Context: an optimization exercise on an open-source flow, tuned for small area, a short achievable clock period and few clock cycles. The choices shown serve that exercise and are no tape-out recipe.
Function was checked by simulation only, so behaviour that the tests miss may differ from the original.
Power and IR drop assume default switching activity.

==> flow/design.v (excerpt) <==
module MultiCPU(
    input clk,
    input reset,
    input [31:0] Data_in,
    output mem_w,
    output [2:0] RAMCtrl,
    output [31:0] Data_out,
    output [31:0] Addr_out
    );
    reg [31:0] AR;       
    reg [31:0] FA;       
    reg        isdata;   
    reg        mw_r;
    reg [2:0]  rc_r;
    reg [31:0] IR, SK;
    reg [31:0] NPCD;     
    reg        IRV, SKV;
    reg        EV;
    reg [31:0] A, B, ALT;
    reg [31:0] DO;       
    reg        bypA, bypB, bypT;
    reg [4:0]  rdE;
    reg        weE, memE, stE, phE;
    reg [2:0]  modeE;
    reg        subE, sltuE, slE, sraE;
    reg [1:0]  lopE;
    reg [5:0]  rselE;
    reg        brE, predE, jrE, off1E;
    reg [1:0]  brkE;     
    reg [31:0] R;
    reg [4:0]  rdW;
    reg        weW;
    assign Addr_out = AR;
    assign mem_w    = mw_r;
    assign RAMCtrl  = rc_r;
    assign Data_out = DO;
    wire [31:0] ea = bypA ? R : A;
    wire [31:0] eb = bypB ? R : B;
    wire [31:0] res, sum;
    wire eq;
    ALU alu(.A(ea), .B(eb), .ALT(ALT), .sub(subE), .lop(lopE), .sltu(sltuE), .sl(slE),
            .sra(sraE), .rsel(rselE), .res(res), .sum(sum), .eq(eq));
    wire e_stall = EV & memE & ~phE;                  
    wire cond = brkE[1] ? ~ea[31] : (brkE[0] ? ~eq : eq);
    wire e_skip = EV & brE & ~predE & cond & off1E & IRV & ~pt(IR);
    wire e_redirect = EV & (jrE | (brE & (cond ^ predE) & ~e_skip));
    wire [31:0] e_target = jrE ? sum : ALT;
    wire e_wr = EV & weE & ~e_stall;                  
    wire [5:0] op = IR[31:26];
    wire [5:0] fn = IR[5:0];
    wire [4:0] rs = IR[25:21];
    wire [4:0] rt = IR[20:16];
    wire [4:0] rd = IR[15:11];
  ...
clock: 13.0 ns
lec_check: 0
cap_margin: 10
core_margin: 2
core_utilization: 40
slew_margin: 10
synth_hierarchical: 1
synth_minimum_keep_size: 0
standard.sh (not shown) runs the stock make flow with config.mk's settings and CLKGATE_MAP_FILE= SYNTH_SCRIPT=/design/flow/synth_recipe.tcl, a recipe that flattens the netlist after the stock synthesis.
==> flow/flow/run.sh <==
#!/bin/bash
# Layout flow: the standard flow (standard.sh) with three changes to how the layout
# is made: timing repair aims at a larger setup slack than 0 (so it keeps shortening the
# critical paths), the port buffers are plain buffers instead of delay buffers, and clock
# tree synthesis adds no dummy loads. The clock, its period and the I/O constraints are
# the design's, unchanged.
set -euo pipefail
bash standard.sh synth > synth.log 2>&1
bash standard.sh SETUP_SLACK_MARGIN=8.8 "BUFFER_PORTS_ARGS=-buffer_cell sky130_fd_sc_hd__buf_4" \
  "CTS_ARGS=-sink_clustering_enable -repair_clock_nets -dont_use_dummy_load" finish > layout.log 2>&1
The starting point completed without violations.
Testbench counts at the start, summed over its fixed seeds: cycles 44,251.
Change:
CAP_MARGIN = 30   (was 10)
CORE_UTILIZATION = 55   (was 40)
SLEW_MARGIN = 30   (was 10)
Result: Cell count fell by about 8%. Design area falls by 0.37%. Register-to-register slack got worse by 0.03 ns.
Change:
--- a/flow/flow/run.sh
+++ b/flow/flow/run.sh
@@ -8,3 +8,3 @@
 bash standard.sh synth > synth.log 2>&1
 bash standard.sh SETUP_SLACK_MARGIN=8.8 "BUFFER_PORTS_ARGS=-buffer_cell sky130_fd_sc_hd__buf_4" \
-  "CTS_ARGS=-sink_clustering_enable -repair_clock_nets -dont_use_dummy_load" finish > layout.log 2>&1
+  "CTS_ARGS=-sink_clustering_enable -repair_clock_nets -dont_use_dummy_load -buf_list sky130_fd_sc_hd__clkbuf_8 -root_buf sky130_fd_sc_hd__clkbuf_16" finish > layout.log 2>&1
CORE_UTILIZATION = 40   (was 55)
Result:
- The new run ran to the end with no violations
- power decreases by 3.2%
- setup slack is better by 0.036 ns
- count of clock-buffer cells in the layout goes up by 75
- core utilization came out lower by 18 points
- die area rose by 37%
- hold slack stays flat
- via count decreases by 0.53%
- routed wire length came out higher by 3.1%
- clock power goes down by 13%
- final area went down by 0.49%


MultiCPU, a different RTL version from the one above (not shown whole).
For scale: roughly 5500 cells after synthesis.
Design MultiCPU, start of the top module:
module MultiCPU(
    input clk,
    input reset,
    input [31:0] Data_in,
    output mem_w,
    output [2:0] RAMCtrl,
    output [31:0] Data_out,
    output [31:0] Addr_out
    );
export LEC_CHECK = 0
export CAP_MARGIN = 30
export CORE_MARGIN = 2
export CORE_UTILIZATION = 40
export SLEW_MARGIN = 30
export SYNTH_HIERARCHICAL = 1
export SYNTH_MINIMUM_KEEP_SIZE = 0
create_clock -name core_clock -period 13.0 [get_ports {clk}]
==> flow/flow/run.sh <==
#!/bin/bash
# Layout flow: the standard flow (standard.sh) with three changes to how the layout
# is made: timing repair aims at a larger setup slack than 0 (so it keeps shortening the
# critical paths), the port buffers are plain buffers instead of delay buffers, and clock
# tree synthesis adds no dummy loads. The clock, its period and the I/O constraints are
# the design's, unchanged.
set -euo pipefail
bash standard.sh synth > synth.log 2>&1
bash standard.sh SETUP_SLACK_MARGIN=8.8 "BUFFER_PORTS_ARGS=-buffer_cell sky130_fd_sc_hd__buf_4" \
  "CTS_ARGS=-sink_clustering_enable -repair_clock_nets -dont_use_dummy_load -sink_clustering_size 16 -sink_clustering_max_diameter 80 -buf_list sky130_fd_sc_hd__clkbuf_8 -root_buf sky130_fd_sc_hd__clkbuf_16" finish > layout.log 2>&1
Testbench counts at the start, summed over its fixed seeds: cycles 44,251.
Rerun with:
==> flow/flow/run.sh (replaced) <==
#!/bin/bash
# Layout flow: the standard flow (standard.sh) with three changes to how the layout
# is made: timing repair aims at a larger setup slack than 0 (so it keeps shortening the
# critical paths), the port buffers are plain buffers instead of delay buffers, and clock
# tree synthesis adds no dummy loads. The clock, its period and the I/O constraints are
# the design's, unchanged.
set -euo pipefail
bash standard.sh synth > synth.log 2>&1
bash standard.sh SETUP_SLACK_MARGIN=8.6 "BUFFER_PORTS_ARGS=-buffer_cell sky130_fd_sc_hd__buf_4" \
  "CTS_ARGS=-sink_clustering_enable -repair_clock_nets -dont_use_dummy_load -buf_list sky130_fd_sc_hd__clkbuf_8 -root_buf sky130_fd_sc_hd__clkbuf_16" finish > layout.log 2>&1
After rerunning: Count of clock-buffer cells in the layout goes up by 116. Via count barely changes. Global-route usage stays flat. Worst setup slack gets worse by 28 ps. Sequential power goes up by about 1%. Final area is about the same.
Rerun with:
--- a/flow/flow/run.sh
+++ b/flow/flow/run.sh
@@ -7,4 +7,4 @@
 set -euo pipefail
 bash standard.sh synth > synth.log 2>&1
-bash standard.sh SETUP_SLACK_MARGIN=8.6 "BUFFER_PORTS_ARGS=-buffer_cell sky130_fd_sc_hd__buf_4" \
-  "CTS_ARGS=-sink_clustering_enable -repair_clock_nets -dont_use_dummy_load -buf_list sky130_fd_sc_hd__clkbuf_8 -root_buf sky130_fd_sc_hd__clkbuf_16" finish > layout.log 2>&1
+bash standard.sh SETUP_SLACK_MARGIN=8.8 "BUFFER_PORTS_ARGS=-buffer_cell sky130_fd_sc_hd__buf_4" \
+  "CTS_ARGS=-sink_clustering_enable -repair_clock_nets -dont_use_dummy_load -sink_clustering_size 14 -sink_clustering_max_diameter 60 -buf_list sky130_fd_sc_hd__clkbuf_8 -root_buf sky130_fd_sc_hd__clkbuf_16" finish > layout.log 2>&1
Outcome: The changed run finished with timing, DRC and antenna clean. Register-to-register slack is better by 70 ps. Die area stays the same. Sequential power shrinks by about 2%. Non-clock buffer count grows by 85.
Rerun with:
--- a/flow/flow/run.sh
+++ b/flow/flow/run.sh
@@ -8,3 +8,3 @@
 bash standard.sh synth > synth.log 2>&1
 bash standard.sh SETUP_SLACK_MARGIN=8.8 "BUFFER_PORTS_ARGS=-buffer_cell sky130_fd_sc_hd__buf_4" \
-  "CTS_ARGS=-sink_clustering_enable -repair_clock_nets -dont_use_dummy_load -sink_clustering_size 14 -sink_clustering_max_diameter 60 -buf_list sky130_fd_sc_hd__clkbuf_8 -root_buf sky130_fd_sc_hd__clkbuf_16" finish > layout.log 2>&1
+  "CTS_ARGS=-sink_clustering_enable -repair_clock_nets -dont_use_dummy_load -buf_list sky130_fd_sc_hd__clkbuf_8 -root_buf sky130_fd_sc_hd__clkbuf_16" finish > layout.log 2>&1
Settings changed: GPL_TIMING_DRIVEN set to 0.
Routed wire length went up by a few percent.
Fmax went down by a few percent.
Global-route usage went up by 2.3 points.
Rerun with:
--- a/flow/flow/run.sh
+++ b/flow/flow/run.sh
@@ -7,4 +7,4 @@
 set -euo pipefail
 bash standard.sh synth > synth.log 2>&1
-bash standard.sh SETUP_SLACK_MARGIN=8.8 "BUFFER_PORTS_ARGS=-buffer_cell sky130_fd_sc_hd__buf_4" \
+bash standard.sh SETUP_SLACK_MARGIN=8.8 "BUFFER_PORTS_ARGS=-buffer_cell sky130_fd_sc_hd__buf_2" \
   "CTS_ARGS=-sink_clustering_enable -repair_clock_nets -dont_use_dummy_load -buf_list sky130_fd_sc_hd__clkbuf_8 -root_buf sky130_fd_sc_hd__clkbuf_16" finish > layout.log 2>&1
Settings changed: GPL_TIMING_DRIVEN 0 to not set.
Design area decreases by a few percent.
Via count decreases slightly.
Routed wire length decreases by a few percent.
Utilization decreases by 2.2 points.
Setup slack improves by 190 ps.
Total power decreases by a little under a tenth.
Combinational power decreases by roughly a tenth.
Sequential share of layout area increases by 2.2 points.
Register-to-register slack improves by 110 ps.
Rerun with:
--- a/flow/flow/run.sh
+++ b/flow/flow/run.sh
@@ -7,4 +7,4 @@
 set -euo pipefail
 bash standard.sh synth > synth.log 2>&1
-bash standard.sh SETUP_SLACK_MARGIN=8.8 "BUFFER_PORTS_ARGS=-buffer_cell sky130_fd_sc_hd__buf_2" \
+bash standard.sh SETUP_SLACK_MARGIN=8.8 "BUFFER_PORTS_ARGS=-buffer_cell sky130_fd_sc_hd__buf_4" \
   "CTS_ARGS=-sink_clustering_enable -repair_clock_nets -dont_use_dummy_load -buf_list sky130_fd_sc_hd__clkbuf_8 -root_buf sky130_fd_sc_hd__clkbuf_16" finish > layout.log 2>&1
Settings changed: CORE_UTILIZATION 40 to 30.
Result: Routed wire length grows by 0.62%; hold slack degrades by 13 ps; combinational power barely changes; power stays flat; global-route usage shrinks by 9.1 points; clock power is lower by about 3%; critical path depth went down by 1.

-- what the ideal ports hide --
The results above use ideal ports. As a check the final layouts listed here were re-extracted and re-timed, cells and wires unchanged.
Step 1 assumes that a clkbuf_16 drives the clock port and a buf_2 every other input.
Step 2 adds t to the input delays and takes it off the output delays; t is the mean of the earliest and latest rising clock arrival at the registers after step 1. Input paths then give back, and output paths get back, about the clock's delay inside the block.
a / b / c = ideal ports / drivers / drivers and shift; a / b = the first two.
run	shift t [ns]	setup WS [ns]	worst register clock-pin slew, ns
the first run of note 1	0.875	8.534 / 8.534 / 7.700	0.07 / 0.07
the second run of note 1	0.848	8.506 / 8.506 / 7.742	0.07 / 0.07
the third run of note 1	0.885	8.541 / 8.541 / 7.717	0.07 / 0.07
the first run of note 2	0.769	8.527 / 8.557 / 7.787	0.12 / 0.12
the second run of note 2	0.867	8.499 / 8.499 / 7.666	0.07 / 0.07
the third run of note 2	0.819	8.541 / 8.578 / 7.760	0.11 / 0.11
the fourth run of note 2	0.848	8.357 / 8.393 / 7.546	0.07 / 0.07
the fifth run of note 2	0.881	8.549 / 8.581 / 7.718	0.07 / 0.07
the sixth run of note 2	0.859	8.494 / 8.494 / 7.703	0.07 / 0.07
After both steps every run listed still meets setup and hold. The setup slack of the first run of note 1, which loses most, moves by 0.000 ns with the drivers and by -0.834 ns with both steps.
